What follows belongs to an exercise in optimizing a design on an open flow for small area; a production flow would make more cautious choices. The RTL was checked by simulation tests, not by an equivalence proof against the original design. In every run shown here, the design's own scripts or RTL, not TritonCTS, make the clock network. The flow treats the clock pin as an ideal source. Dropping or thinning the clock tree relies on that and would not hold on a real chip. Power is estimated from default activity; no workload was simulated.

==> flow/design.v <==
`timescale 1ns/1ps
module VgaPong (
  output              io_h_sync,
  output              io_v_sync,
  output              io_r,
  output              io_g,
  output              io_b,
  input               io_advance,
  input               clk,
  input               reset
);
  localparam [5:0] HB_OFS = 6'd14;     
  localparam [6:0] K_OFS  = 7'd3;      
  localparam [1:0] VA_OFS = 2'd1;      
  localparam [6:0] VQ_OFS = 7'd46;
  localparam [5:0] T_OFS  = 6'd4;      
  localparam [3:0] HR_OFS = 4'd4;      
  reg  [5:0] hb_r;
  wire [5:0]  hb = hb_r ^ HB_OFS;    
  reg  [3:0]  ha;    
  reg         vb;    
  reg  [6:0] k1_r;
  wire [6:0]  k1 = k1_r ^ K_OFS;    
  reg  [6:0] k2_r;
  wire [6:0]  k2 = k2_r ^ K_OFS;
  reg  [1:0] va_r;
  wire [1:0]  va = va_r ^ (2'd2 + VA_OFS);    
  reg  [6:0] vq_r;
  wire [6:0]  vq = vq_r ^ VQ_OFS;    
  reg  [5:0] sec_r;
  wire [5:0]  sec = sec_r ^ T_OFS;   
  reg  [5:0] min_r;
  wire [5:0]  min = min_r ^ T_OFS;   
  reg  [3:0] hr_r;
  wire [3:0]  hr = hr_r ^ HR_OFS;    
  function automatic [7:0] inc7(input [6:0] q, input ci);
    integer i; reg t;
    begin
      t = ci;
      for (i = 0; i < 7; i = i + 1) begin
        inc7[i] = q[i] ^ t;
        t = q[i] & t;
      end
      inc7[7] = t;
    end
  endfunction
  function automatic [6:0] inc6(input [5:0] q, input ci);
    integer i; reg t;
    begin
      t = ci;
      for (i = 0; i < 6; i = i + 1) begin
        inc6[i] = q[i] ^ t;
        t = q[i] & t;
      end
      inc6[6] = t;
    end
  endfunction
  function automatic [4:0] inc4(input [3:0] q, input ci);
    integer i; reg t;
    begin
      t = ci;
      for (i = 0; i < 4; i = i + 1) begin
        inc4[i] = q[i] ^ t;
        t = q[i] & t;
      end
      inc4[4] = t;
    end
  endfunction
  function automatic [2:0] inc2(input [1:0] q, input ci);
    begin
      inc2[0] = q[0] ^ ci;
      inc2[1] = q[1] ^ (q[0] & ci);
      inc2[2] = q[1] & q[0] & ci;
    end
  endfunction
  wire [6:0]  hb_n = inc6(hb, 1'b1);
  wire [4:0]  ha_n = inc4(ha, hb_n[6]);
  wire        h_c  = ha_n[4];                     
  wire        l2   = h_c & vb;                    
  wire [7:0]  k1_n = inc7(k1, l2);
  wire [7:0]  k2_n = inc7(k2, k1_n[7]);
  wire        tick = k2_n[7];                     
  wire [2:0]  va_n = inc2(va, l2);
  wire        fend = va_n[2] & vq[2] & vq[0] & ~vq[5] & ~vq[6];
  wire [7:0]  vq_n = inc7(vq, va_n[2]);
  wire [6:0]  s_n  = inc6(sec, tick | io_advance);
  wire [6:0]  m_n  = inc6(min, s_n[6]);
  wire [4:0]  hr_n = inc4(hr, m_n[6]);
  always @(posedge clk or posedge reset) begin
    if (reset) begin
      hb_r  <= 6'd0;
      ha  <= 4'd0;
      vb  <= 1'b0;
      k1_r  <= 7'd0;
      k2_r  <= 7'd0;
      va_r  <= 2'd0;
      vq_r  <= 7'd0;
      sec_r <= 6'd0;
      min_r <= 6'd0;
      hr_r  <= 4'd0;
    end else begin
      hb_r  <= (hb_n[5:0] | ({6{hb_n[6]}} & HB_OFS)) ^ HB_OFS;
      ha  <= ha_n[3:0];
      vb  <= vb ^ h_c;
      k1_r  <= (k1_n[6:0] | ({7{k1_n[7]}} & K_OFS)) ^ K_OFS;
      k2_r  <= (k2_n[6:0] | ({7{k2_n[7]}} & K_OFS)) ^ K_OFS;
      va_r  <= (va_n[1:0] | {fend, va_n[2]}) ^ (2'd2 + VA_OFS);
      vq_r  <= (vq_n[6:0] | ({7{fend}} & 7'd40)) ^ VQ_OFS;
      sec_r <= (s_n[5:0]  | ({6{s_n[6]}}  & T_OFS)) ^ T_OFS;
      min_r <= (m_n[5:0]  | ({6{m_n[6]}}  & T_OFS)) ^ T_OFS;
      hr_r  <= (hr_n[3:0] | ({4{hr_n[4]}} & HR_OFS)) ^ HR_OFS;
    end
  end
  function automatic eq7(input [6:0] x, input integer k);
    integer i; reg g;
    begin
      g = 1'b1;
      for (i = 0; i < 7; i = i + 1)
        g = g & (k[i] ? x[i] : ~x[i]);
      eq7 = g;
    end
  endfunction
  function automatic ge6(input [5:0] x, input integer k);
    integer i; reg g;
    begin
      g = 1'b1;
      for (i = 0; i < 6; i = i + 1)
        g = k[i] ? (x[i] & g) : (x[i] | g);
      ge6 = g;
    end
  endfunction
  function automatic ge7(input [6:0] x, input integer k);
    integer i; reg g;
    begin
      g = 1'b1;
      for (i = 0; i < 7; i = i + 1)
        g = k[i] ? (x[i] & g) : (x[i] | g);
      ge7 = g;
    end
  endfunction
  wire vq_hi = ~vq[6] & ~vq[5];                   
  wire [1:0] vav = va - VA_OFS;
  wire r0 = (vav == 2'd0) & ~vb;
  wire r1 = (vav == 2'd0) & vb;
  wire b10 = ge6(hb, 10 + HB_OFS);
  wire b13 = ge6(hb, 13 + HB_OFS);
  wire b16 = ge6(hb, 16 + HB_OFS);
  wire b20 = ge6(hb, 20 + HB_OFS);
  wire b30 = ge6(hb, 30 + HB_OFS);
  wire b40 = ge6(hb, 40 + HB_OFS);
  wire [15:0] a = 16'd1 << ha;
  wire h_sync_n = (a[0] & b16) | a[1] | (a[2] & ~b13);
  wire v_sync_n = eq7(vq, (2 + VQ_OFS) & 127) & (vav[1] | (vav[0] & vb));
  wire active   = (ha >= 4'd4 | (a[3] & b10)) & (vq_hi | ge7(vq, 8 + VQ_OFS));
  wire frame_y  = ~(vq_hi | ge7(vq, 9 + VQ_OFS)) | (eq7(vq, (9 + VQ_OFS) & 127) & ~vav[1]) | eq7(vq, (87 + VQ_OFS) & 127) | (eq7(vq, (86 + VQ_OFS) & 127) & (vav != 2'd0));
  wire frame    = (a[3] & ~b20) | (a[15] & b40) | frame_y;
  wire grid_x   = (a[4] & b20) | (ha >= 4'd5 & ha <= 4'd13) | (a[14] & ~b40);
  wire on0      = eq7(vq, (18 + VQ_OFS) & 127) | eq7(vq, (23 + VQ_OFS) & 127) | eq7(vq, (28 + VQ_OFS) & 127) | eq7(vq, (33 + VQ_OFS) & 127) | eq7(vq, (38 + VQ_OFS) & 127) |
                  eq7(vq, (43 + VQ_OFS) & 127) | eq7(vq, (48 + VQ_OFS) & 127) | eq7(vq, (53 + VQ_OFS) & 127) | eq7(vq, (58 + VQ_OFS) & 127) | eq7(vq, (63 + VQ_OFS) & 127) |
                  eq7(vq, (68 + VQ_OFS) & 127) | eq7(vq, (73 + VQ_OFS) & 127) | eq7(vq, (78 + VQ_OFS) & 127);
  wire on1      = eq7(vq, (18 + VQ_OFS) & 127) | eq7(vq, (33 + VQ_OFS) & 127) | eq7(vq, (48 + VQ_OFS) & 127) | eq7(vq, (63 + VQ_OFS) & 127) | eq7(vq, (78 + VQ_OFS) & 127);
  wire grid     = grid_x & ((r0 & on0) | (r1 & on1));
  wire sec_x    = (a[11] & b30) | a[12] | (a[13] & ~b30);
  wire min_x    = (a[8] & b30)  | a[9]  | (a[10] & ~b30);
  wire hr_x     = (a[5] & b30)  | a[6]  | (a[7] & ~b30);
  wire sel_s    = ha >= 4'd11;                    
  wire sel_m    = ha >= 4'd8;                     
  wire [3:0] hv = hr - HR_OFS;
  wire [5:0] h5 = {hv, 2'b00} + {2'b00, hv} + T_OFS;
  wire [5:0] w  = sel_s ? sec : sel_m ? min : h5;
  function automatic carry7(input [6:0] a, input [6:0] b);
    integer i; reg c;
    begin
      c = 1'b0;
      for (i = 0; i < 7; i = i + 1)
        c = (a[i] & b[i]) | (c & (a[i] | b[i]));
      carry7 = c;
    end
  endfunction
  wire le420    = ~(vq_hi | ge7(vq, 78 + VQ_OFS)) | (eq7(vq, (78 + VQ_OFS) & 127) & r0);
  wire bar_y    = carry7(vq, {1'b0, w}) & le420;
  wire bar      = bar_y & (sec_x | min_x | hr_x);
  wire sbar     = bar_y & sec_x;
  assign io_h_sync = ~h_sync_n;
  assign io_v_sync = ~v_sync_n;
  assign io_r = active & (frame | grid | sbar);
  assign io_g = active & (frame | (~grid & bar));
  assign io_b = active & (frame | (~grid & sbar));
endmodule
==> flow/flow/run.sh <==
#!/bin/bash
# Layout flow: the standard ORFS flow (standard.sh), with
#  - technology mapping in synthesis by the best of several ABC scripts,
#    without full/half adder extraction (flow/synth_abc.tcl; registers and
#    the rest of synthesis unchanged),
#  - three clock buffers in place of a clock tree (flow/pre_cts.tcl),
#  - minimum-size port buffers.
# Each tool's output goes to the ORFS logs; make's output to standard.log.
set -euo pipefail
W=$PWD
export FLOW_FLOW_DIR=$W/flow
{
  head -n 1 synth_recipe.tcl
  echo "source $W/flow/synth_abc.tcl"
  tail -n +2 synth_recipe.tcl
} > my_synth.tcl
export FLOW_CLKBUF=sky130_fd_sc_hd__clkbuf_8
export FLOW_CLK_GROUPS=3
bash standard.sh finish SYNTH_SCRIPT=$W/my_synth.tcl \
  "PRE_CTS_TCL=$W/flow/pre_cts.tcl" \
  "BUFFER_PORTS_ARGS=-buffer_cell sky130_fd_sc_hd__buf_1" > standard.log 2>&1
==> flow/flow/abc0.script <==
&get -n
&st
&deepsyn -J 50 -S 0 -T 100
&dch -f
&nf -R 1000
&put
==> flow/flow/abc1.script <==
&get -n
&st
&deepsyn -J 50 -S 1 -T 100
&dch -f
&nf -R 1000
&put
==> flow/flow/abc2.script <==
&get -n
&st
&deepsyn -J 50 -S 2 -T 100
&dch -f
&nf -R 1000
&put
==> flow/flow/abc3.script <==
&get -n
&st
&deepsyn -J 50 -S 3 -T 100
&dch -f
&nf -R 1000
&put
==> flow/flow/abc4.script <==
&get -n
&st
&deepsyn -J 50 -S 4 -T 100
&dch -f
&nf -R 1000
&put
==> flow/flow/abc5.script <==
&get -n
&st
&deepsyn -J 50 -S 5 -T 100
&dch -f
&nf -R 1000
&put
==> flow/flow/abc6.script <==
&get -n
&st
&deepsyn -J 50 -S 6 -T 100
&dch -f
&nf -R 1000
&put
==> flow/flow/abc7.script <==
&get -n
&st
&deepsyn -J 50 -S 7 -T 100
&dch -f
&nf -R 1000
&put
==> flow/flow/abc8.script <==
&get -n
&st
&deepsyn -J 50 -S 8 -T 100
&dch -f
&nf -R 1000
&put
==> flow/flow/abc9.script <==
&get -n
&st
&deepsyn -J 50 -S 9 -T 100
&dch -f
&nf -R 1000
&put
==> flow/flow/pre_cts.tcl <==
# Clock distribution: the registers are split into FLOW_CLK_GROUPS groups by
# position, and one clock buffer (FLOW_CLKBUF) at the centre of each group
# drives its clock pins. The clock port drives only these buffers.
set block [ord::get_db_block]
set dbu [$block getDbUnitsPerMicron]
set clk_net [$block findNet clk]
set sinks {}
foreach it [$clk_net getITerms] {
  set inst [$it getInst]
  set bb [$inst getBBox]
  set x [expr {([$bb xMin] + [$bb xMax]) / 2.0 / $dbu}]
  set y [expr {([$bb yMin] + [$bb yMax]) / 2.0 / $dbu}]
  lappend sinks [list $x $y "[$inst getName]/[[$it getMTerm] getName]"]
}
set n [llength $sinks]
set g $::env(FLOW_CLK_GROUPS)
# split into g groups of nearly equal size: sort by x into strips of whole
# groups, each strip sorted by y
set cols [expr {int(ceil(sqrt($g)))}]
set sorted [lsort -real -index 0 $sinks]
set groups {}
set done 0
set gdone 0
for {set c 0} {$c < $cols} {incr c} {
  set rows [expr {($g - $gdone) / ($cols - $c)}]
  set m [expr {int(round(double($n - $done) * $rows / ($g - $gdone)))}]
  set col [lsort -real -index 1 [lrange $sorted $done [expr {$done + $m - 1}]]]
  for {set r 0} {$r < $rows} {incr r} {
    set a [expr {int(round($r * double($m) / $rows))}]
    set b [expr {int(round(($r + 1) * double($m) / $rows)) - 1}]
    lappend groups [lrange $col $a $b]
  }
  incr done $m
  incr gdone $rows
}
set i 0
foreach grp $groups {
  set sx 0; set sy 0; set pins {}
  foreach s $grp {
    set sx [expr {$sx + [lindex $s 0]}]
    set sy [expr {$sy + [lindex $s 1]}]
    lappend pins [get_pins [lindex $s 2]]
  }
  set k [llength $grp]
  set cx [expr {$sx / $k}]
  set cy [expr {$sy / $k}]
  puts "clock buffer $i: $k sinks at ($cx, $cy)"
  insert_buffer -buffer_cell $::env(FLOW_CLKBUF) -net clk -load_pins $pins \
    -location [list $cx $cy] -buffer_name clkbuf_$i -net_name clknet_$i
  incr i
}
proc clock_tree_synthesis {args} {
  puts "clock_tree_synthesis skipped: clock buffers placed by pre_cts.tcl"
}
==> flow/flow/synth_abc.tcl <==
# Technology mapping: run yosys' abc pass once per script in flow/abc*.script
# and keep the mapping with the smallest total cell area. The full and half
# adder extraction is skipped, so that abc maps the counters' logic as well.
proc extract_fa {args} {
  puts "extract_fa skipped"
}
proc abc {args} {
  set scripts [lsort [glob $::env(FLOW_FLOW_DIR)/abc*.script]]
  set si [lsearch -exact $args -script]
  set libs {}
  foreach lib $::env(LIB_FILES) { lappend libs -liberty $lib }
  yosys design -save my_preabc
  set best ""
  set best_area 0
  foreach s $scripts {
    yosys design -load my_preabc
    set a $args
    lset a [expr {$si + 1}] $s
    yosys abc {*}$a
    set st [tee -q -s result.string stat {*}$libs]
    regexp {Chip area for module [^:]*: ([0-9.]+)} $st -> area
    puts "abc script $s: area $area"
    if {$best eq "" || $area < $best_area} {
      set best $s
      set best_area $area
    }
  }
  puts "abc script chosen: $best (area $best_area)"
  yosys design -load my_preabc
  set a $args
  lset a [expr {$si + 1}] $best
  yosys abc {*}$a
}
==> flow/standard.sh <==
#!/bin/bash
# synth_recipe.tcl (not shown) runs the flow's synth.tcl, then flattens the netlist and writes it again
# the make line also repeats each setting of config.mk as NAME=value (left out here)
make -C /OpenROAD-flow-scripts/flow DESIGN_CONFIG=/design/flow/config.mk WORK_HOME=/design/flow/orfs CLKGATE_MAP_FILE= SYNTH_SCRIPT=/design/flow/synth_recipe.tcl "${@:-finish}"
==> flow/config.mk <==
export PLATFORM = sky130hd
export DESIGN_NAME = VgaPong
export DESIGN_NICKNAME = VgaPong
export VERILOG_FILES = /design/flow/design.v
export SDC_FILE = /design/flow/constraint.sdc
export NUM_CORES = 4
export LEC_CHECK = 0
export CAP_MARGIN = 20
export CORE_MARGIN = 2
export CORE_UTILIZATION = 65
export PLACE_DENSITY = 0.75
export SLEW_MARGIN = 20
==> flow/constraint.sdc <==
create_clock -name core_clock -period 40.0 [get_ports {clk}]
set_input_delay 8.0000 -clock core_clock [delete_from_list [all_inputs] [get_ports {clk}]]
set_output_delay 8.0000 -clock core_clock [all_outputs]
set_load 0.01 [all_outputs]
==> results of run 1 <==
[registers in the layout, summed over array words and instances (netlist names)]
name / flops
sec_r: 6
hr_r: 4
ha: 4
k2_r: 7
hb_r: 6
vq_r: 7
min_r: 6
k1_r: 7
vb: 1
va_r: 2
[routing by layer]
| metal | vias up | track usage | part of all wire |
|---|---|---|---|
| li1 | 1003 | - | - |
| met1 | 955 | 0.363 | 0.50 |
| met2 | 41 | 0.368 | 0.46 |
| met3 | 10 | 0.0102 | 0.027 |
| met4 | 0 | 0.0306 | 0.017 |
| met5 | - | 0 | 0 |
[per-stage QoR]
| stage | cells | power, uW | hold WS, ns | setup slack [ns] |
|---|---|---|---|---|
| after floorplan | 274 | 62.8 | 0.455 | 28.65 |
| after global placement | 329 | 64.9 | 0.470 | 28.82 |
| after detailed placement | 329 | 65.2 | 0.479 | 28.72 |
| after CTS | 332 | 80.0 | 0.480 | 28.72 |
| after global routing | 332 | 87.4 | 0.518 | 28.22 |
| final | 332 | 83.9 | 0.493 | 28.50 |
[worst reg2reg max path: cells and delay by family, from the launching register on]
family,cells,cell delay [ns]
AO/OA/AOI/OAI,1,0.15
flip-flops,1,0.45
AND/OR/NAND/NOR,22,4.86
[worst max-delay path by stage]
stage | from | end | slack [ns] | cells after the start
after floorplan | ha[1] | io_r | 28.65 | 13
after global placement | ha[1] | io_r | 28.82 | 14
after detailed placement | ha[1] | io_r | 28.72 | 14
after CTS | ha[1] | io_r | 28.72 | 14
after global routing | ha[1] | io_r | 28.22 | 14
final | ha[1] | io_r | 28.50 | 14
[logic make-up after synthesis]
logic type | share of synthesized area
simple gates | 0.210
buf+inv | 0.0104
flops | 0.495
xor+xnor | 0.100
mux | 0.00396
compound gates | 0.172
fa+ha+maj | 0.00792
[cell type report, clock buffers not listed]
type	instances	area, um^2	area share
Multi-Input combinational cell	217	1250	0.471
Inverter	7	27.5	0.0104
Tap cell	48	60.1	0.0226
Timing Repair Buffer	7	26.3	0.00989
Sequential cell	50	1250	0.471
[cell usage in the layout, fill, tap and decap left out, types with 2 or more instances in the layout]
master,netlist,layout
nor3_1,8,8
buf_1,0,7
nand2b_1,7,7
clkbuf_8,0,3
or4_1,2,2
or2_0,3,3
dfrtp_1,50,50
nand2_1,23,23
a221oi_1,2,2
o2111ai_1,2,2
maj3_1,2,2
o21ai_0,22,22
nand3_1,6,6
o221ai_1,2,2
xnor2_1,9,9
a21oi_1,23,23
xor2_1,20,20
a31oi_1,4,4
o211ai_1,3,3
o22ai_1,4,4
and3_1,8,8
and2_0,6,6
nand4_1,2,2
clkinv_1,7,6
nor2_1,43,43
[power groups by stage]
stage / combinational [uW] / clock (uW) / sequential, uW
2_1_floorplan: 5.01 / 0 / 57.8
3_3_place_gp: 5.69 / 0 / 59.2
3_5_place_dp: 5.87 / 0 / 59.3
4_1_cts: 6.07 / 14.4 / 59.5
5_1_grt: 6.85 / 21.6 / 58.9
6_report: 5.98 / 19.5 / 58.4
==> summary.md, run 1 <==
| Metric | Value |
|---|---|
| Hold_sp | `k2_r[2]` |
| Dominant cell type by area after synthesis | `dfrtp_1` |
| Initial antenna violation count | `0` |
| Post-layout utilization of the core | `0.720` |
| Via density | `6.05` |
| Ys Warns | `1` |
| Core Box Area | `3690 um^2` |
| I/O pin count | `8` |
| Switch share | `0.239` |
| Final setup violation count | `0` |
| Fillers | `289` |
| Iteration-0 DRC Markers | `about 180` |
| Number of global-route vias before repair | `roughly 1.8k` |
| Worst path slowest cell | `dfrtp_1` |
| Max Cap Violations | `0` |
| Fin. max-slew vios | `0` |
| Nets | `approximately 290` |
| Largest net degree at the start of global routing | `51` |
| Final period utilization | `0.287` |
| Static leakage | `~0.0012 uW` |
| Setup Skew | `just under 0.02 ns` |
| Port-buffer cells | `7` |
| Area after DPL | `roughly 2600 um^2` |
| Clk pin slew, worst setup/hold paths | `between 0.1 and 0.15 ns` |
| Worst hold path type | `reg -> reg` |
| Worst hold path depth | `1` |
| Worst R2R Path Depth | `23` |
| CP Capture Type | `primary output` |
| Req. time, crit path | `roughly 32 ns` |
| Post-cts repair resize count | `0` |
| Most numerous cell in the Yosys netlist | `dfrtp_1` |
| R2R setup slack | `34.50 ns` |
| Worst-Margin Slew | `~0.83 ns` |
| Overall die height | `66.4 um` |
| Worst setup SP type | `register` |
| Area share of the largest cell type after synthesis | `0.495` |
| Final Hold Viols | `0` |
| Crit path cell chain | `nand2_1 -> nand2b_1 -> o221a_1 -> o21ai_0 -> a211oi_1 -> o21ai_0 -> maj3_1 -> maj3_1 -> o21ai_0 -> a21oi_1 -> a2111oi_0 -> o21a_1 -> or2_0 -> buf_1` |
| Overall Global Routing Usage | `0.232` |
| Max Fclk | `0.0870 GHz` |
| Antenna Cells | `0` |
| Most used flip-flop cell after synthesis | `dfrtp_1` |
| Post-DRT Antenna Nets | `0` |
| Post-synth EDFFs | `0` |
| Area Overhead vs Synth | `5.10%` |
| Layout cells sized above 1 | `0.0141` |
| Internal | `approximately 64 uW` |
| Most frequent CP cell | `o21ai_0` |
| Kind of critical path | `reg -> out` |
| Rows | `22` |
| Crit Reg-Reg Startpoint | `hb_r[3]` |
| Mapped Avg Cell Area | `around 9 um^2` |
| Commonest cells in the netlist | `dfrtp_1 (50), nor2_1 (43), a21oi_1 (23), nand2_1 (23), o21ai_0 (22)` |
| Hold Buf Count CTS | `0` |
| Endpoint, Worst Hold | `k2_r[2]` |
| CP arrival | `~3.5 ns` |
| Post-Layout Inst Area | `2660 um^2` |
| Global route overflow | `0` |
| Routed wire per std cell | `about 14 um` |
| Crit path max-delay family | `compound AO/OA/AOI/OAI gates` |
| Library cells used by synthesis | `39` |
| Vias | `around 2k` |
| Peak supply drop | `0.0355 mV` |
| Worst r2r dst | `hr_r[3]` |
| Initial Util | `0.686` |
| Sequential Power Share | `0.696` |
| Post-synthesis cell count | `roughly 270` |
| Comb pwr share | `0.071` |
| First-pass GRT wire length | `between 8000 and 9000 um` |
| Async S/R FF share, synth | `1.00` |
| TNS Setup | `0 ns` |
| Sw Pwr | `around 20 uW` |
| Power Density | `about 32 nW/um^2` |
| Pre-antenna DRT Iters | `4` |
| Cell Area, Synth | `around 2500 um^2` |
| Max stage delay on crit path | `0.55 ns` |
| GP Congestion | `about 0.84` |
| Minimum clock period | `~11 ns` |
| Top cells by area, synth | `dfrtp_1 (49%), xor2_1 (6.9%), nor2_1 (6.4%)` |
| CP Max Fanout | `12` |
| Status | `no timing/DRC/antenna violations` |
| Syn_nets | `277` |
| #FFs+latches synth | `50` |
| Post-synthesis sequential area ratio | `0.495` |
| Relative slew slack | `0.447` |
| Drt drc | `0` |
| WP buf/inv | `1` |
| Post CTS Setup Buffer Count | `0` |
| Worst-Skew Late Latency | `0.17 ns` |
| Post-DP HPWL | `3350 um` |
| Routed wire length | `4740 um` |
| RSZ-0062 raised after global routing | `false` |
| Die width | `roughly 66 um` |
| Die area | `between 4000 and 5000 um^2` |
| Clock power frac | `0.233` |
==> inputs of run 2 (changes only) <==
--- a/flow/config.mk
+++ b/flow/config.mk
@@ -7,6 +7,5 @@
 export LEC_CHECK = 0
 export CAP_MARGIN = 20
 export CORE_MARGIN = 2
-export CORE_UTILIZATION = 65
-export PLACE_DENSITY = 0.75
+export CORE_UTILIZATION = 40
 export SLEW_MARGIN = 20
==> run 2 against run 1 <==
- final cell count up 8.1%
- design area rose by 1.3%
- critical path depth stayed put
- die area increased by 58%
- flip-flop and latch count stayed put
- worst hold slack better by 0.0046 ns
- sequential share of layout area down 0.59 points
- routed wire length increased by 5.5%
- clock power rose by 3%
- largest cell class unchanged
==> summary.md, run 2 <==
| Metric | Value |
|---|---|
| GRT met2 Usage | `0.241 (was 0.368)` |
| Internal | `63.9 uW (about the same)` |
| Core Box Area | `6030 um^2 (was 3690 um^2)` |
| Sequential Power Share | `0.693 (was 0.696)` |
| Post-synthesis sequential area ratio | `0.495 (unchanged)` |
| Sw Pwr | `20.4 uW (was 20.0 uW)` |
| TNS Setup | `0 ns (unchanged)` |
| #FFs+latches synth | `50 (unchanged)` |
| Post-synth EDFFs | `0 (unchanged)` |
| Most numerous cell in the Yosys netlist | `dfrtp_1 (unchanged)` |
| Final Hold Slack | `0.497 ns (was 0.493 ns)` |
| RSZ-0062 raised after global routing | `false (unchanged)` |
| Kind of critical path | `reg -> out (unchanged)` |
| Pre-antenna DRT Iters | `5 (was 4)` |
| Layout cells sized above 1 | `0.0141 (unchanged)` |
| Crit path max-delay family | `compound AO/OA/AOI/OAI gates (unchanged)` |
| Global route overflow | `0 (unchanged)` |
| Worst-Skew Late Latency | `0.17 ns (about the same)` |
| Largest net degree at the start of global routing | `51 (unchanged)` |
| Placed Instances | `356 (was 329)` |
| Routed wire per std cell | `13.9 um (was 14.3 um)` |
| Initial antenna violation count | `0 (unchanged)` |
| Static leakage | `0.00125 uW (unchanged)` |
| Post-DP HPWL | `3460 um (was 3350 um)` |
| Peak supply drop | `0.0235 mV (was 0.0355 mV)` |
| Fillers | `602 (was 289)` |
| M1 GR Usage | `0.209 (was 0.363)` |
| Die width | `83.5 um (was 66.4 um)` |
| CP Capture Type | `primary output (unchanged)` |
| Post CTS Setup Buffer Count | `0 (unchanged)` |
| Final setup violation count | `0 (unchanged)` |
| Worst hold path type | `reg -> reg (unchanged)` |
| Global routing's busiest layer | `met2 (unchanged)` |
| Antenna Cells | `0 (unchanged)` |
| Max Cap Violations | `0 (unchanged)` |
| Iteration-0 DRC Markers | `138 (was 181)` |
| CP arrival | `3.53 ns (was 3.50 ns)` |
| Clk pin slew, worst setup/hold paths | `0.12 ns (was 0.11 ns)` |
| Commonest cells in the netlist | `dfrtp_1 (50), nor2_1 (43), a21oi_1 (23), nand2_1 (23), o21ai_0 (22) (unchanged)` |
| Worst path slowest cell | `dfrtp_1 (unchanged)` |
| GP Congestion | `0.757 (was 0.844)` |
| Number of global-route vias before repair | `1,873 (was 1,822)` |
| Initial Util | `0.420 (was 0.686)` |
| Post-cts repair resize count | `0 (unchanged)` |
| Most used flip-flop cell after synthesis | `dfrtp_1 (unchanged)` |
| Final cell count without fillers | `359 (was 332)` |
| Req. time, crit path | `32.00 ns (about the same)` |
| Post-DRT Antenna Nets | `0 (unchanged)` |
| Post-synthesis cell count | `274 (unchanged)` |
| Clock power frac | `0.238 (was 0.233)` |
| Worst setup SP type | `register (unchanged)` |
| Die area | `6970 um^2 (was 4400 um^2)` |
| Port-buffer cells | `7 (unchanged)` |
| Largest registers | `k1_r: 7 flops, k2_r: 7 flops, vq_r: 7 flops (unchanged)` |
| Top cells by area, synth | `dfrtp_1 (49%), xor2_1 (6.9%), nor2_1 (6.4%) (unchanged)` |
| Async S/R FF share, synth | `1.00 (unchanged)` |
| Rows | `28 (was 22)` |
| Status | `no timing/DRC/antenna violations (unchanged)` |
| Setup Skew | `0.0177 ns (was 0.0193 ns)` |
| Max Fclk | `0.0867 GHz (was 0.0870 GHz)` |
| I/O pin count | `8 (unchanged)` |
| CP Max Fanout | `12 (unchanged)` |
| Dominant cell type by area after synthesis | `dfrtp_1 (unchanged)` |
| Ys Warns | `1 (unchanged)` |
| Nets | `289 (unchanged)` |
| Most frequent CP cell | `o21ai_0 (unchanged)` |
| Crit path cell chain | `nand2_1 -> nand2b_1 -> o221a_1 -> o21ai_0 -> a211oi_1 -> o21ai_0 -> maj3_1 -> maj3_1 -> o21ai_0 -> a21oi_1 -> a2111oi_0 -> o21a_1 -> or2_0 -> buf_1 (unchanged)` |
| Max stage delay on crit path | `0.57 ns (was 0.55 ns)` |
| WP buf/inv | `1 (unchanged)` |
| Comb pwr share | `0.069 (was 0.071)` |
| Minimum clock period | `11.53 ns (was 11.50 ns)` |
| Cell Area, Synth | `2530 um^2 (unchanged)` |
| Fin. max-slew vios | `0 (unchanged)` |
| Final period utilization | `0.288 (was 0.287)` |
| GR Util met3 | `0.0109 (was 0.0102)` |
| Final Hold Viols | `0 (unchanged)` |
| First-pass GRT wire length | `8690 um (was 8230 um)` |
| Hold Buf Count CTS | `0 (unchanged)` |
| Most frequent cells in the layout | `dfrtp_1 (50), nor2_1 (43), nand2_1 (23), a21oi_1 (23), o21ai_0 (22) (unchanged)` |
| Area Overhead vs Synth | `6.43% (was 5.10%)` |
| Syn_nets | `277 (unchanged)` |
| Drt drc | `0 (unchanged)` |
| Worst-Margin Slew | `0.854 ns (was 0.829 ns)` |
| Relative slew slack | `0.430 (was 0.447)` |
| Vias | `1,994 (was 2,009)` |
| Overall Global Routing Usage | `0.142 (was 0.232)` |
| Mapped Avg Cell Area | `9.23 um^2 (unchanged)` |
| Library cells used by synthesis | `39 (unchanged)` |
| PnR Total Power | `84.3 uW (was 83.9 uW)` |
| Switch share | `0.242 (was 0.239)` |
| Power Density | `31.3 nW/um^2 (was 31.6 nW/um^2)` |
| Overall die height | `83.5 um (was 66.4 um)` |
| Routed wire length | `5010 um (was 4740 um)` |
| Via density | `5.55 (was 6.05)` |
| Area share of the largest cell type after synthesis | `0.495 (unchanged)` |
| Commonest non-fill, non-tap cell in the layout | `dfrtp_1 (unchanged)` |
[run 2: cell counts in the layout (fill, tap and decap cells not counted)]
No cell type changed its count.
[run 2: final cells by class, clock buffers not listed]
type                            count  area [um^2]  area share
Inverter                            7         27.5      0.0102
Multi-Input combinational cell    217         1250       0.465
Sequential cell                    50         1250       0.465
Timing Repair Buffer                7         26.3     0.00976
Tap cell                           75         93.8      0.0349
[run 2: power groups by stage]
stage | Sequential (uW) | Combinational, uW | Clock (uW)
final | 58.4 | 5.82 | 20.1
after global routing | 58.9 | 6.84 | 22.8
after CTS | 59.4 | 5.99 | 14.4
after detailed placement | 59.4 | 5.97 | 0
after global placement | 59.3 | 5.78 | 0
after floorplan | 57.8 | 5.01 | 0
[run 2: kinds of logic (layout without fill, tap and decap cells)]
| family | Yosys count | after routing | synth area share |
|---|---|---|---|
| muxes | 1 | 1 | 0.00396 |
| xor gates and xnor gates | 29 | 29 | 0.100 |
| DFF | 50 | 50 | 0.495 |
| adders and majority gates | 2 | 2 | 0.00792 |
| buffers and inverters | 7 | 17 | 0.0104 |
| and+or+nand+nor | 113 | 113 | 0.210 |
| AOI/OAI and AO/OA | 72 | 72 | 0.172 |
[run 2: worst paths after layout]
path | startpoint | to | slack, ns | cells after the start
min | k2_r[2] | k2_r[2] | 0.50 | 1
max in group asynchronous | reset | k2_r[0] | 31.54 | 2
min reg2reg | k2_r[2] | k2_r[2] | 0.50 | 1
max reg2reg | hb_r[3] | hr_r[3] | 34.51 | 23
min in group asynchronous | reset | vq_r[6] | 7.95 | 2
max | ha[1] | io_r | 28.47 | 14
[run 2: metrics by stage]
| step | utilization | worst slack, ns | cell area (um^2) |
|---|---|---|---|
| after global routing | 0.447 | 28.08 | 2690 |
| final | 0.447 | 28.47 | 2690 |
| after CTS | 0.446 | 28.67 | 2690 |
| after global placement | 0.440 | 28.82 | 2650 |
| after detailed placement | 0.440 | 28.67 | 2650 |
| after floorplan | - | 28.65 | 2530 |
[run 2: routing by layer]
layer | part of all wire | up-vias
li1 | - | 1001
met1 | 0.48 | 948
met2 | 0.47 | 40
met3 | 0.039 | 5
met4 | 0.011 | 0
met5 | 0 | -
==> inputs of run 3 (changes only) <==
--- a/flow/design.v
+++ b/flow/design.v
@@ -16,8 +16,9 @@
   localparam [5:0] T_OFS  = 6'd4;      
   localparam [3:0] HR_OFS = 4'd4;      
   reg  [5:0] hb_r;
-  wire [5:0]  hb = hb_r ^ HB_OFS;    
-  reg  [3:0]  ha;    
+  wire [5:0]  hb = hb_r ^ (6'd20 + HB_OFS);  
+  reg  [3:0]  ha_r;
+  wire [3:0]  ha = ha_r ^ 4'd15;  
   reg         vb;    
   reg  [6:0] k1_r;
   wire [6:0]  k1 = k1_r ^ K_OFS;    
@@ -75,7 +76,7 @@
   endfunction
   wire [6:0]  hb_n = inc6(hb, 1'b1);
   wire [4:0]  ha_n = inc4(ha, hb_n[6]);
-  wire        h_c  = ha_n[4];                     
+  wire        h_c  = (&ha) & (hb == 6'd19 + HB_OFS);  
   wire        l2   = h_c & vb;                    
   wire [7:0]  k1_n = inc7(k1, l2);
   wire [7:0]  k2_n = inc7(k2, k1_n[7]);
@@ -89,7 +90,7 @@
   always @(posedge clk or posedge reset) begin
     if (reset) begin
       hb_r  <= 6'd0;
-      ha  <= 4'd0;
+      ha_r <= 4'd0;
       vb  <= 1'b0;
       k1_r  <= 7'd0;
       k2_r  <= 7'd0;
@@ -99,8 +100,8 @@
       min_r <= 6'd0;
       hr_r  <= 4'd0;
     end else begin
-      hb_r  <= (hb_n[5:0] | ({6{hb_n[6]}} & HB_OFS)) ^ HB_OFS;
-      ha  <= ha_n[3:0];
+      hb_r  <= (hb_n[5:0] | ({6{hb_n[6]}} & HB_OFS)) ^ (6'd20 + HB_OFS);
+      ha_r <= ha_n[3:0] ^ 4'd15;
       vb  <= vb ^ h_c;
       k1_r  <= (k1_n[6:0] | ({7{k1_n[7]}} & K_OFS)) ^ K_OFS;
       k2_r  <= (k2_n[6:0] | ({7{k2_n[7]}} & K_OFS)) ^ K_OFS;
@@ -143,28 +144,28 @@
   wire r0 = (vav == 2'd0) & ~vb;
   wire r1 = (vav == 2'd0) & vb;
   wire b10 = ge6(hb, 10 + HB_OFS);
-  wire b13 = ge6(hb, 13 + HB_OFS);
-  wire b16 = ge6(hb, 16 + HB_OFS);
   wire b20 = ge6(hb, 20 + HB_OFS);
   wire b30 = ge6(hb, 30 + HB_OFS);
+  wire b33 = ge6(hb, 33 + HB_OFS);
+  wire b36 = ge6(hb, 36 + HB_OFS);
   wire b40 = ge6(hb, 40 + HB_OFS);
   wire [15:0] a = 16'd1 << ha;
-  wire h_sync_n = (a[0] & b16) | a[1] | (a[2] & ~b13);
+  wire h_sync_n = (a[15] & b36) | a[0] | (a[1] & ~b33);
   wire v_sync_n = eq7(vq, (2 + VQ_OFS) & 127) & (vav[1] | (vav[0] & vb));
-  wire active   = (ha >= 4'd4 | (a[3] & b10)) & (vq_hi | ge7(vq, 8 + VQ_OFS));
+  wire active   = ((a[2] & b30) | (ha >= 4'd3 & ha <= 4'd14) | (a[15] & ~b20)) & (vq_hi | ge7(vq, 8 + VQ_OFS));
   wire frame_y  = ~(vq_hi | ge7(vq, 9 + VQ_OFS)) | (eq7(vq, (9 + VQ_OFS) & 127) & ~vav[1]) | eq7(vq, (87 + VQ_OFS) & 127) | (eq7(vq, (86 + VQ_OFS) & 127) & (vav != 2'd0));
-  wire frame    = (a[3] & ~b20) | (a[15] & b40) | frame_y;
-  wire grid_x   = (a[4] & b20) | (ha >= 4'd5 & ha <= 4'd13) | (a[14] & ~b40);
+  wire frame    = (a[2] & ~b40) | (a[15] & b10) | frame_y;
+  wire grid_x   = (a[3] & b40) | (ha >= 4'd4 & ha <= 4'd13) | (a[14] & ~b10);
   wire on0      = eq7(vq, (18 + VQ_OFS) & 127) | eq7(vq, (23 + VQ_OFS) & 127) | eq7(vq, (28 + VQ_OFS) & 127) | eq7(vq, (33 + VQ_OFS) & 127) | eq7(vq, (38 + VQ_OFS) & 127) |
                   eq7(vq, (43 + VQ_OFS) & 127) | eq7(vq, (48 + VQ_OFS) & 127) | eq7(vq, (53 + VQ_OFS) & 127) | eq7(vq, (58 + VQ_OFS) & 127) | eq7(vq, (63 + VQ_OFS) & 127) |
                   eq7(vq, (68 + VQ_OFS) & 127) | eq7(vq, (73 + VQ_OFS) & 127) | eq7(vq, (78 + VQ_OFS) & 127);
   wire on1      = eq7(vq, (18 + VQ_OFS) & 127) | eq7(vq, (33 + VQ_OFS) & 127) | eq7(vq, (48 + VQ_OFS) & 127) | eq7(vq, (63 + VQ_OFS) & 127) | eq7(vq, (78 + VQ_OFS) & 127);
   wire grid     = grid_x & ((r0 & on0) | (r1 & on1));
-  wire sec_x    = (a[11] & b30) | a[12] | (a[13] & ~b30);
-  wire min_x    = (a[8] & b30)  | a[9]  | (a[10] & ~b30);
-  wire hr_x     = (a[5] & b30)  | a[6]  | (a[7] & ~b30);
-  wire sel_s    = ha >= 4'd11;                    
-  wire sel_m    = ha >= 4'd8;                     
+  wire sec_x    = a[11] | a[12];
+  wire min_x    = a[8] | a[9];
+  wire hr_x     = a[5] | a[6];
+  wire sel_s    = ha >= 4'd10;                    
+  wire sel_m    = ha >= 4'd7;                     
   wire [3:0] hv = hr - HR_OFS;
   wire [5:0] h5 = {hv, 2'b00} + {2'b00, hv} + T_OFS;
   wire [5:0] w  = sel_s ? sec : sel_m ? min : h5;
==> flow/flow/abc0.script (replaced) <==
&get -n
&st
&deepsyn -J 150 -S 0 -T 200
&dch -f
&nf -R 1000
&put
==> flow/flow/abc1.script (replaced) <==
&get -n
&st
&deepsyn -J 150 -S 1 -T 200
&dch -f
&nf -R 1000
&put
==> flow/flow/abc2.script (replaced) <==
&get -n
&st
&deepsyn -J 150 -S 2 -T 200
&dch -f
&nf -R 1000
&put
==> flow/flow/abc3.script (replaced) <==
&get -n
&st
&deepsyn -J 150 -S 3 -T 200
&dch -f
&nf -R 1000
&put
==> flow/flow/abc4.script (replaced) <==
&get -n
&st
&deepsyn -J 150 -S 4 -T 200
&dch -f
&nf -R 1000
&put
==> flow/flow/abc5.script (replaced) <==
&get -n
&st
&deepsyn -J 150 -S 5 -T 200
&dch -f
&nf -R 1000
&put
==> flow/flow/abc6.script (replaced) <==
&get -n
&st
&deepsyn -J 150 -S 6 -T 200
&dch -f
&nf -R 1000
&put
==> flow/flow/abc7.script (replaced) <==
&get -n
&st
&deepsyn -J 150 -S 7 -T 200
&dch -f
&nf -R 1000
&put
==> flow/flow/abc8.script (replaced) <==
&get -n
&st
&deepsyn -J 150 -S 8 -T 200
&dch -f
&nf -R 1000
&put
==> flow/flow/abc9.script (replaced) <==
&get -n
&st
&deepsyn -J 150 -S 9 -T 200
&dch -f
&nf -R 1000
&put
==> run 3 against run 2 <==
- design area is 0.74% lower
- still clean
- largest power group unchanged
- worst hold slack got worse by 0.0064 ns
- register-to-register slack got worse by 0.30 ns
- total power shrank 0.55%
- critical path type unchanged
- critical path depth stayed put
- sequential share of layout area up 0.35 points
- utilization shrank 0.073 points
==> summary.md, run 3 <==
| Metric | Value |
|---|---|
| Status | `no timing/DRC/antenna violations (unchanged)` |
| Most used flip-flop cell after synthesis | `dfrtp_1 (unchanged)` |
| R2R setup slack | `34.21 ns (was 34.51 ns)` |
| Syn_nets | `272 (was 277)` |
| Async S/R FF share, synth | `1.00 (unchanged)` |
| Worst hold path type | `reg -> reg (unchanged)` |
| Post-DRT Antenna Nets | `0 (unchanged)` |
| Initial antenna violation count | `0 (unchanged)` |
| CP arrival | `3.14 ns (was 3.53 ns)` |
| Fin. max-slew vios | `0 (unchanged)` |
| Post-synth EDFFs | `0 (unchanged)` |
| Worst hold path depth | `1 (unchanged)` |
| Largest family of logic cells by synthesized area | `simple AND/OR/NAND/NOR gates (unchanged)` |
| Rows | `28 (unchanged)` |
| Post-synthesis sequential area ratio | `0.499 (was 0.495)` |
| XOR/XNOR Fraction of Synth Area | `0.115 (was 0.100)` |
| Minimum clock period | `11.14 ns (was 11.53 ns)` |
| Top cells by area, synth | `dfrtp_1 (50%), xor2_1 (6.3%), xnor2_1 (5.2%) (was dfrtp_1 (49%), xor2_1 (6.9%), nor2_1 (6.4%))` |
| Area share of the largest cell type after synthesis | `0.499 (was 0.495)` |
| Final period utilization | `0.279 (was 0.288)` |
| Worst setup SP type | `register (unchanged)` |
| Mapped Avg Cell Area | `9.33 um^2 (was 9.23 um^2)` |
| Library cells used by synthesis | `37 (was 39)` |
| Kind of critical path | `reg -> out (unchanged)` |
| I/O pin count | `8 (unchanged)` |
| Compound-gate portion of the synthesized area | `0.174 (was 0.172)` |
| Largest net degree at the start of global routing | `51 (unchanged)` |
| Max Fclk | `0.0898 GHz (was 0.0867 GHz)` |
| Cell Area, Synth | `2510 um^2 (was 2530 um^2)` |
| Relative slew slack | `0.419 (was 0.430)` |
| Vias | `1,904 (was 1,994)` |
| Peak supply drop | `0.0316 mV (was 0.0235 mV)` |
| Worst r2r dst | `hr_r[3] (unchanged)` |
| Worst-Margin Slew | `0.871 ns (was 0.854 ns)` |
| Setup Skew | `0.0215 ns (was 0.0177 ns)` |
| Pre-antenna DRT Iters | `4 (was 5)` |
| Post-synthesis cell count | `269 (was 274)` |
| Dominant cell type by area after synthesis | `dfrtp_1 (unchanged)` |
| Post-cts repair resize count | `0 (unchanged)` |
| Die area | `6920 um^2 (was 6970 um^2)` |
| Worst-Skew Late Latency | `0.17 ns (about the same)` |
| Final Hold Slack | `0.491 ns (was 0.497 ns)` |
| Ys Warns | `1 (unchanged)` |
| Antenna Cells | `0 (unchanged)` |
| Worst R2R Path Depth | `20 (was 23)` |
| Layout cells sized above 1 | `0.0143 (was 0.0141)` |
| Crit Reg-Reg Startpoint | `ha_r[1] (was hb_r[3])` |
| Iteration-0 DRC Markers | `152 (was 138)` |
| Via density | `5.38 (was 5.55)` |
| #FFs+latches synth | `50 (unchanged)` |
| RSZ-0062 raised after global routing | `false (unchanged)` |
| Routed wire length | `4760 um (was 5010 um)` |
| Post CTS Setup Buffer Count | `0 (unchanged)` |
| Number of global-route vias before repair | `1,677 (was 1,873)` |
| Most numerous cell in the Yosys netlist | `dfrtp_1 (unchanged)` |
| Req. time, crit path | `32.00 ns (about the same)` |
| Commonest non-fill, non-tap cell in the layout | `dfrtp_1 (unchanged)` |
| Global route overflow | `0 (unchanged)` |
| Overall Global Routing Usage | `0.136 (was 0.142)` |
| Post-layout utilization of the core | `0.446 (was 0.447)` |
| Core Box Area | `5990 um^2 (was 6030 um^2)` |
| TNS Setup | `0 ns (unchanged)` |
| CP Max Fanout | `9 (was 12)` |
| CP Capture Type | `primary output (unchanged)` |
| Final setup violation count | `0 (unchanged)` |
| Power Density | `31.4 nW/um^2 (was 31.3 nW/um^2)` |
| Post-DP HPWL | `3360 um (was 3460 um)` |
| Post-synthesis adder-cell area fraction | `0.00399 (was 0.00792)` |
| Endpoint, Worst Hold | `k1_r[4] (was k2_r[2])` |
| GP Congestion | `0.821 (was 0.757)` |
| Post-Synth Simple-Gate Area | `0.198 (was 0.210)` |
| Nets | `284 (was 289)` |
| Die width | `83.2 um (was 83.5 um)` |
| Most frequent cells in the layout | `dfrtp_1 (50), nor2_1 (32), nand2_1 (28) (was dfrtp_1 (50), nor2_1 (43), nand2_1 (23), a21oi_1 (23), o21ai_0 (22))` |
| Initial Util | `0.419 (was 0.420)` |
| Area Overhead vs Synth | `6.48% (was 6.43%)` |
| Drt drc | `0 (unchanged)` |
| Routed wire per std cell | `13.4 um (was 13.9 um)` |
| Fillers | `574 (was 602)` |
| Port-buffer cells | `7 (unchanged)` |
| Hold_sp | `k1_r[4] (was k2_r[2])` |
| Hold Buf Count CTS | `0 (unchanged)` |
| Max Cap Violations | `0 (unchanged)` |
| First-pass GRT wire length | `8120 um (was 8690 um)` |
| Post-synthesis mux area share | `0 (was 0.00396)` |
| Overall die height | `83.2 um (was 83.5 um)` |
| Commonest cells in the netlist | `dfrtp_1 (50), nor2_1 (32), nand2_1 (28) (was dfrtp_1 (50), nor2_1 (43), a21oi_1 (23), nand2_1 (23), o21ai_0 (22))` |
| Static leakage | `0.00118 uW (was 0.00125 uW)` |
| Clk pin slew, worst setup/hold paths | `0.11 ns (was 0.12 ns)` |
| PnR Total Power | `83.8 uW (was 84.3 uW)` |
| Largest registers | `k1_r: 7 flops, k2_r: 7 flops, vq_r: 7 flops (unchanged)` |
| Final Hold Viols | `0 (unchanged)` |
-- run 3: logic make-up (layout without fill, tap and decap cells) --
kind of cell             after synthesis  in the layout
adder cells (fa/ha/maj)                1              1
buffers and inverters                  7             17
XOR/XNOR                              33             33
flip-flops                            50             50
AND/OR/NAND/NOR                      106            106
AO/OA/AOI/OAI                         72             72
-- run 3: stage by stage --
stage | area [um^2] | worst slack [ns] | cells
after floorplan | 2510 | 29.22 | 269
after global placement | 2630 | 29.22 | 351
after detailed placement | 2630 | 29.08 | 351
after CTS | 2670 | 29.07 | 354
after global routing | 2670 | 28.48 | 354
final | 2670 | 28.86 | 354
-- run 3: critical path: stages (launching register included) --
cell and delay, ns:
dfrtp_1 0.51, nand2_1 0.20, nand2_1 0.19, o21bai_1 0.09, maj3_1 0.34, a21oi_1 0.11
o21ai_0 0.09, o22ai_1 0.14, a21oi_1 0.06, a2111oi_0 0.46, nor2_1 0.08, nor3_1 0.26
o21a_1 0.18, or2_0 0.11, buf_1 0.14
-- run 3: power by group --
group / total, uW / switching (uW) / internal, uW
combinational: 6.07 / 2.96 / 3.11
sequential: 58.1 / 4.02 / 54.1
clock: 19.6 / 12.7 / 6.98
total: 83.8 / 19.6 / 64.2
-- run 3: layout make-up, clock buffers not listed --
class / instances / area (um^2) / area share
Sequential cell: 50 / 1250 / 0.468
Multi-Input combinational cell: 212 / 1230 / 0.461
Tap cell: 75 / 93.8 / 0.0351
Inverter: 7 / 27.5 / 0.0103
Timing Repair Buffer: 7 / 26.3 / 0.00984
-- run 3: per-layer routing --
| metal | track usage | vias to the layer above | share of wire |
|---|---|---|---|
| li1 | - | 982 | - |
| met1 | 0.223 | 892 | 0.54 |
| met5 | 0 | - | 0 |
| met4 | 0.0119 | 0 | 0.011 |
| met3 | 0.00696 | 5 | 0.026 |
| met2 | 0.205 | 25 | 0.42 |
-- run 3: how the worst max path moves through the flow --
| stage | from | end | slack, ns | depth (start not counted) |
|---|---|---|---|---|
| 6_report | ha_r[1] | io_r | 28.86 | 14 |
| 5_1_grt | ha_r[3] | io_r | 28.48 | 14 |
| 4_1_cts | ha_r[3] | io_r | 29.07 | 14 |
| 3_5_place_dp | ha_r[3] | io_r | 29.08 | 14 |
| 3_3_place_gp | ha_r[3] | io_r | 29.22 | 14 |
| 2_1_floorplan | ha_r[1] | io_r | 29.22 | 13 |
==> inputs of run 4 (changes only) <==
==> flow/flow/abc00.script (new file) <==
&get -n
&st
&deepsyn -J 150 -S 0 -T 300
&dch -f
&nf -R 1000
&put
==> flow/flow/abc01.script (new file) <==
&get -n
&st
&deepsyn -J 150 -S 1 -T 300
&dch -f
&nf -R 1000
&put
==> flow/flow/abc02.script (new file) <==
&get -n
&st
&deepsyn -J 150 -S 2 -T 300
&dch -f
&nf -R 1000
&put
==> flow/flow/abc03.script (new file) <==
&get -n
&st
&deepsyn -J 150 -S 3 -T 300
&dch -f
&nf -R 1000
&put
==> flow/flow/abc04.script (new file) <==
&get -n
&st
&deepsyn -J 150 -S 4 -T 300
&dch -f
&nf -R 1000
&put
==> flow/flow/abc05.script (new file) <==
&get -n
&st
&deepsyn -J 150 -S 5 -T 300
&dch -f
&nf -R 1000
&put
==> flow/flow/abc06.script (new file) <==
&get -n
&st
&deepsyn -J 150 -S 6 -T 300
&dch -f
&nf -R 1000
&put
==> flow/flow/abc07.script (new file) <==
&get -n
&st
&deepsyn -J 150 -S 7 -T 300
&dch -f
&nf -R 1000
&put
==> flow/flow/abc08.script (new file) <==
&get -n
&st
&deepsyn -J 150 -S 8 -T 300
&dch -f
&nf -R 1000
&put
==> flow/flow/abc09.script (new file) <==
&get -n
&st
&deepsyn -J 150 -S 9 -T 300
&dch -f
&nf -R 1000
&put
==> flow/flow/abc10.script (new file) <==
&get -n
&st
&deepsyn -J 50 -S 0 -T 300
&dch -f
&nf -R 1000
&put
==> flow/flow/abc11.script (new file) <==
&get -n
&st
&deepsyn -J 50 -S 1 -T 300
&dch -f
&nf -R 1000
&put
==> flow/flow/abc12.script (new file) <==
&get -n
&st
&deepsyn -J 50 -S 2 -T 300
&dch -f
&nf -R 1000
&put
==> flow/flow/abc13.script (new file) <==
&get -n
&st
&deepsyn -J 50 -S 3 -T 300
&dch -f
&nf -R 1000
&put
==> flow/flow/abc14.script (new file) <==
&get -n
&st
&deepsyn -J 50 -S 4 -T 300
&dch -f
&nf -R 1000
&put
==> flow/flow/abc15.script (new file) <==
&get -n
&st
&deepsyn -J 50 -S 5 -T 300
&dch -f
&nf -R 1000
&put
==> flow/flow/abc16.script (new file) <==
&get -n
&st
&deepsyn -J 50 -S 6 -T 300
&dch -f
&nf -R 1000
&put
==> flow/flow/abc17.script (new file) <==
&get -n
&st
&deepsyn -J 50 -S 7 -T 300
&dch -f
&nf -R 1000
&put
==> flow/flow/abc18.script (new file) <==
&get -n
&st
&deepsyn -J 50 -S 8 -T 300
&dch -f
&nf -R 1000
&put
==> flow/flow/abc19.script (new file) <==
&get -n
&st
&deepsyn -J 50 -S 9 -T 300
&dch -f
&nf -R 1000
&put
--- a/flow/flow/pre_cts.tcl
+++ b/flow/flow/pre_cts.tcl
@@ -33,6 +33,39 @@
   incr done $m
   incr gdone $rows
 }
+# refine: balanced k-means (each group holds at most ceil(n/g) sinks)
+set cap [expr {int(ceil(double($n) / $g))}]
+for {set iter 0} {$iter < 20} {incr iter} {
+  set centers {}
+  foreach grp $groups {
+    set sx 0; set sy 0
+    foreach s $grp { set sx [expr {$sx + [lindex $s 0]}]; set sy [expr {$sy + [lindex $s 1]}] }
+    lappend centers [list [expr {$sx / [llength $grp]}] [expr {$sy / [llength $grp]}]]
+  }
+  set cand {}
+  set si 0
+  foreach s $sinks {
+    set gi 0
+    foreach c $centers {
+      set d [expr {abs([lindex $s 0] - [lindex $c 0]) + abs([lindex $s 1] - [lindex $c 1])}]
+      lappend cand [list $d $si $gi]
+      incr gi
+    }
+    incr si
+  }
+  set cand [lsort -real -index 0 $cand]
+  set taken [lrepeat $n 0]
+  set size [lrepeat $g 0]
+  set new [lrepeat $g {}]
+  foreach c $cand {
+    lassign $c d si gi
+    if {[lindex $taken $si] || [lindex $size $gi] >= $cap} { continue }
+    lset taken $si 1
+    lset size $gi [expr {[lindex $size $gi] + 1}]
+    lset new $gi [concat [lindex $new $gi] [list [lindex $sinks $si]]]
+  }
+  set groups $new
+}
 set i 0
 foreach grp $groups {
   set sx 0; set sy 0; set pins {}
removed: flow/flow/abc0.script
removed: flow/flow/abc1.script
removed: flow/flow/abc2.script
removed: flow/flow/abc3.script
removed: flow/flow/abc4.script
removed: flow/flow/abc5.script
removed: flow/flow/abc6.script
removed: flow/flow/abc7.script
removed: flow/flow/abc8.script
removed: flow/flow/abc9.script
==> run 4 against run 3 <==
- clock skew decreased by 0.0020 ns
- routed wire length increased by 0.38%
- via count shrank 0.47%
- sequential share of layout area did not move
- register-to-register slack got worse by 0.03 ns
- combinational power is essentially flat
- maximum frequency up 0.14%
- utilization unchanged
- final cell count stayed put
- clock power is 5% higher
- area after synthesis did not move
- worst hold slack gained 0.0028 ns
- still clean
- largest cell class unchanged
==> summary.md, run 4 <==
| Metric | Value |
|---|---|
| Routed wire length | `4770 um (was 4760 um)` |
| Post-synthesis sequential area ratio | `0.499 (unchanged)` |
| Post-Layout Inst Area | `2670 um^2 (unchanged)` |
| Layout cells sized above 1 | `0.0143 (unchanged)` |
| First-pass GRT wire length | `8240 um (was 8120 um)` |
| Worst setup SP type | `register (unchanged)` |
| Final Hold Viols | `0 (unchanged)` |
| Relative slew slack | `0.421 (was 0.419)` |
| Cell Area, Synth | `2510 um^2 (unchanged)` |
| Status | `no timing/DRC/antenna violations (unchanged)` |
| Vias | `1,895 (was 1,904)` |
| Most frequent cells in the layout | `dfrtp_1 (50), nor2_1 (32), nand2_1 (28) (unchanged)` |
| Rows | `28 (unchanged)` |
| Drt drc | `0 (unchanged)` |
| Global route overflow | `0 (unchanged)` |
| Minimum clock period | `11.13 ns (was 11.14 ns)` |
| Setup Skew | `0.0194 ns (was 0.0215 ns)` |
| Max Fclk | `0.0899 GHz (was 0.0898 GHz)` |
| Largest net degree at the start of global routing | `51 (unchanged)` |
| Dominant cell type by area after synthesis | `dfrtp_1 (unchanged)` |
| Port-buffer cells | `7 (unchanged)` |
| Routed wire per std cell | `13.5 um (was 13.4 um)` |
| CP arrival | `3.13 ns (was 3.14 ns)` |
| Placed Instances | `351 (unchanged)` |
| DP Worst Slack | `29.08 ns (unchanged)` |
| Number of global-route vias before repair | `1,682 (was 1,677)` |
| Commonest non-fill, non-tap cell in the layout | `dfrtp_1 (unchanged)` |
| Initial Util | `0.419 (unchanged)` |
| Worst hold path type | `reg -> reg (unchanged)` |
| I/O pin count | `8 (unchanged)` |
| Largest registers | `k1_r: 7 flops, k2_r: 7 flops, vq_r: 7 flops (unchanged)` |
| Power Density | `31.7 nW/um^2 (was 31.4 nW/um^2)` |
| Area share of the largest cell type after synthesis | `0.499 (unchanged)` |
| Die area | `6920 um^2 (unchanged)` |
| Mapped Avg Cell Area | `9.33 um^2 (unchanged)` |
| Via density | `5.35 (was 5.38)` |
| Post-cts repair resize count | `0 (unchanged)` |
| Antenna Cells | `0 (unchanged)` |
| Syn_nets | `272 (unchanged)` |
| Post-synthesis cell count | `269 (unchanged)` |
| Iteration-0 DRC Markers | `184 (was 152)` |
| Most used flip-flop cell after synthesis | `dfrtp_1 (unchanged)` |
| Final cell count without fillers | `354 (unchanged)` |
| Post CTS Setup Buffer Count | `0 (unchanged)` |
| PnR Total Power | `84.7 uW (was 83.8 uW)` |
| CP Capture Type | `primary output (unchanged)` |
| Worst-Margin Slew | `0.868 ns (was 0.871 ns)` |
| RSZ-0062 raised after global routing | `false (unchanged)` |
| Top cells by area, synth | `dfrtp_1 (50%), xor2_1 (6.3%), xnor2_1 (5.2%) (unchanged)` |
| Fillers | `578 (was 574)` |
| Kind of critical path | `reg -> out (unchanged)` |
| Static leakage | `0.00118 uW (unchanged)` |
| Overall die height | `83.2 um (unchanged)` |
| Fin. max-slew vios | `0 (unchanged)` |
| Library cells used by synthesis | `37 (unchanged)` |
| #FFs+latches synth | `50 (unchanged)` |
| Commonest cells in the netlist | `dfrtp_1 (50), nor2_1 (32), nand2_1 (28) (unchanged)` |
| Overall Global Routing Usage | `0.139 (was 0.136)` |
| Req. time, crit path | `32.00 ns (about the same)` |
| Area after DPL | `2630 um^2 (unchanged)` |
| Most numerous cell in the Yosys netlist | `dfrtp_1 (unchanged)` |
| Peak supply drop | `0.0246 mV (was 0.0316 mV)` |
| Slack of the critical path | `28.88 ns (was 28.86 ns)` |
| Die width | `83.2 um (unchanged)` |
| Final setup violation count | `0 (unchanged)` |
| Post-DRT Antenna Nets | `0 (unchanged)` |
| Initial antenna violation count | `0 (unchanged)` |
| Area Overhead vs Synth | `6.48% (unchanged)` |
| Max Cap Violations | `0 (unchanged)` |
| Async S/R FF share, synth | `1.00 (unchanged)` |
| Core Box Area | `5990 um^2 (unchanged)` |
| Nets | `284 (unchanged)` |
| Final period utilization | `0.278 (was 0.279)` |
| Ys Warns | `1 (unchanged)` |
| Hold Buf Count CTS | `0 (unchanged)` |
| GP Congestion | `0.821 (unchanged)` |
| CP Max Fanout | `9 (unchanged)` |
| Worst-Skew Late Latency | `0.17 ns (about the same)` |
| TNS Setup | `0 ns (unchanged)` |
| Post-synth EDFFs | `0 (unchanged)` |
| Clk pin slew, worst setup/hold paths | `0.12 ns (was 0.11 ns)` |
| Pre-antenna DRT Iters | `4 (unchanged)` |
| Post-DP HPWL | `3360 um (unchanged)` |
## run 4: cell counts after synthesis
No cell type changed its count.
## run 4: final timing paths
check / cells after the start / start / slack [ns] / end
setup reg to reg: 20 / ha_r[1] / 34.18 / hr_r[3]
max in group asynchronous: 2 / reset / 31.53 / k2_r[5]
setup / recovery: 14 / ha_r[1] / 28.88 / io_r
min in group asynchronous: 2 / reset / 7.94 / ha_r[2]
hold / removal: 1 / k2_r[5] / 0.49 / k2_r[5]
hold reg to reg: 1 / k2_r[5] / 0.49 / k2_r[5]
## run 4: per-layer routing
layer / share of wire / wire length [um] / track usage
met1: 0.53 / 2520 / 0.230
met2: 0.43 / 2070 / 0.207
met3: 0.028 / 133 / 0.0109
met4: 0.0092 / 44 / 0.00894
met5: 0 / 0 / 0
## run 4: cells by family after synthesis
group | synth area share
and+or+nand+nor | 0.198
AOI/OAI and AO/OA | 0.174
DFF | 0.499
xor gates and xnor gates | 0.115
buffers and inverters | 0.0105
adders and majority gates | 0.00399
## run 4: power breakdown
part / internal, uW / total [uW] / switching, uW
clock: 7.01 / 20.6 / 13.6
combinational: 3.11 / 6.06 / 2.95
sequential: 54.1 / 58.0 / 3.95
total: 64.2 / 84.7 / 20.5
## run 4: area by class of cell, clock buffers not listed
class / count / area (um^2) / area share
inverters: 7 / 27.5 / 0.0103
multi-input cells: 212 / 1230 / 0.461
flip-flops and latches: 50 / 1250 / 0.468
well taps: 75 / 93.8 / 0.0351
repair buffers: 7 / 26.3 / 0.00984
## run 4: through the flow
step           hold slack (ns)   util
4_1_cts                  0.481  0.446
2_1_floorplan            0.455      -
5_1_grt                  0.510  0.446
6_report                 0.494  0.446
3_3_place_gp             0.471  0.439
3_5_place_dp             0.475  0.439
## run 4: critical path: stages (launching register included)
cell,delay [ns]
dfrtp_1,0.50
nand2_1,0.20
nand2_1,0.19
o21bai_1,0.09
maj3_1,0.34
a21oi_1,0.11
o21ai_0,0.09
o22ai_1,0.14
a21oi_1,0.06
a2111oi_0,0.45
nor2_1,0.07
nor3_1,0.26
o21a_1,0.18
or2_0,0.11
buf_1,0.14

re-timing with driven ports:
No port has a modelled driver above. Below, the same layouts with a new extraction and two added sets of constraints.
Step 1 assumes that a clkbuf_16 drives the clock port and a buf_2 every other input.
Step 2 moves the port delays by t, midway between the first and last clock arrival at a register: inputs arrive t later, outputs are due t later. That takes back most of the time a late clock gives input paths.
Slacks: ideal / step 1 / step 2; pairs: ideal / step 1.
run | t (ns) | setup WS [ns] | worst setup path after step 2 | clock arrival spread, ns | cell pins on the clock port's net
run 1 | 0.206 | 28.501 / 28.453 / 28.659 | register to output | 0.019 / 0.020 | 3
run 2 | 0.215 | 28.467 / 28.413 / 28.628 | register to output | 0.018 / 0.018 | 3
run 3 | 0.205 | 28.860 / 28.812 / 29.017 | register to output | 0.022 / 0.021 | 3
run 4 | 0.215 | 28.875 / 28.824 / 29.039 | register to output | 0.019 / 0.019 | 3
After both steps every run listed still meets setup and hold.
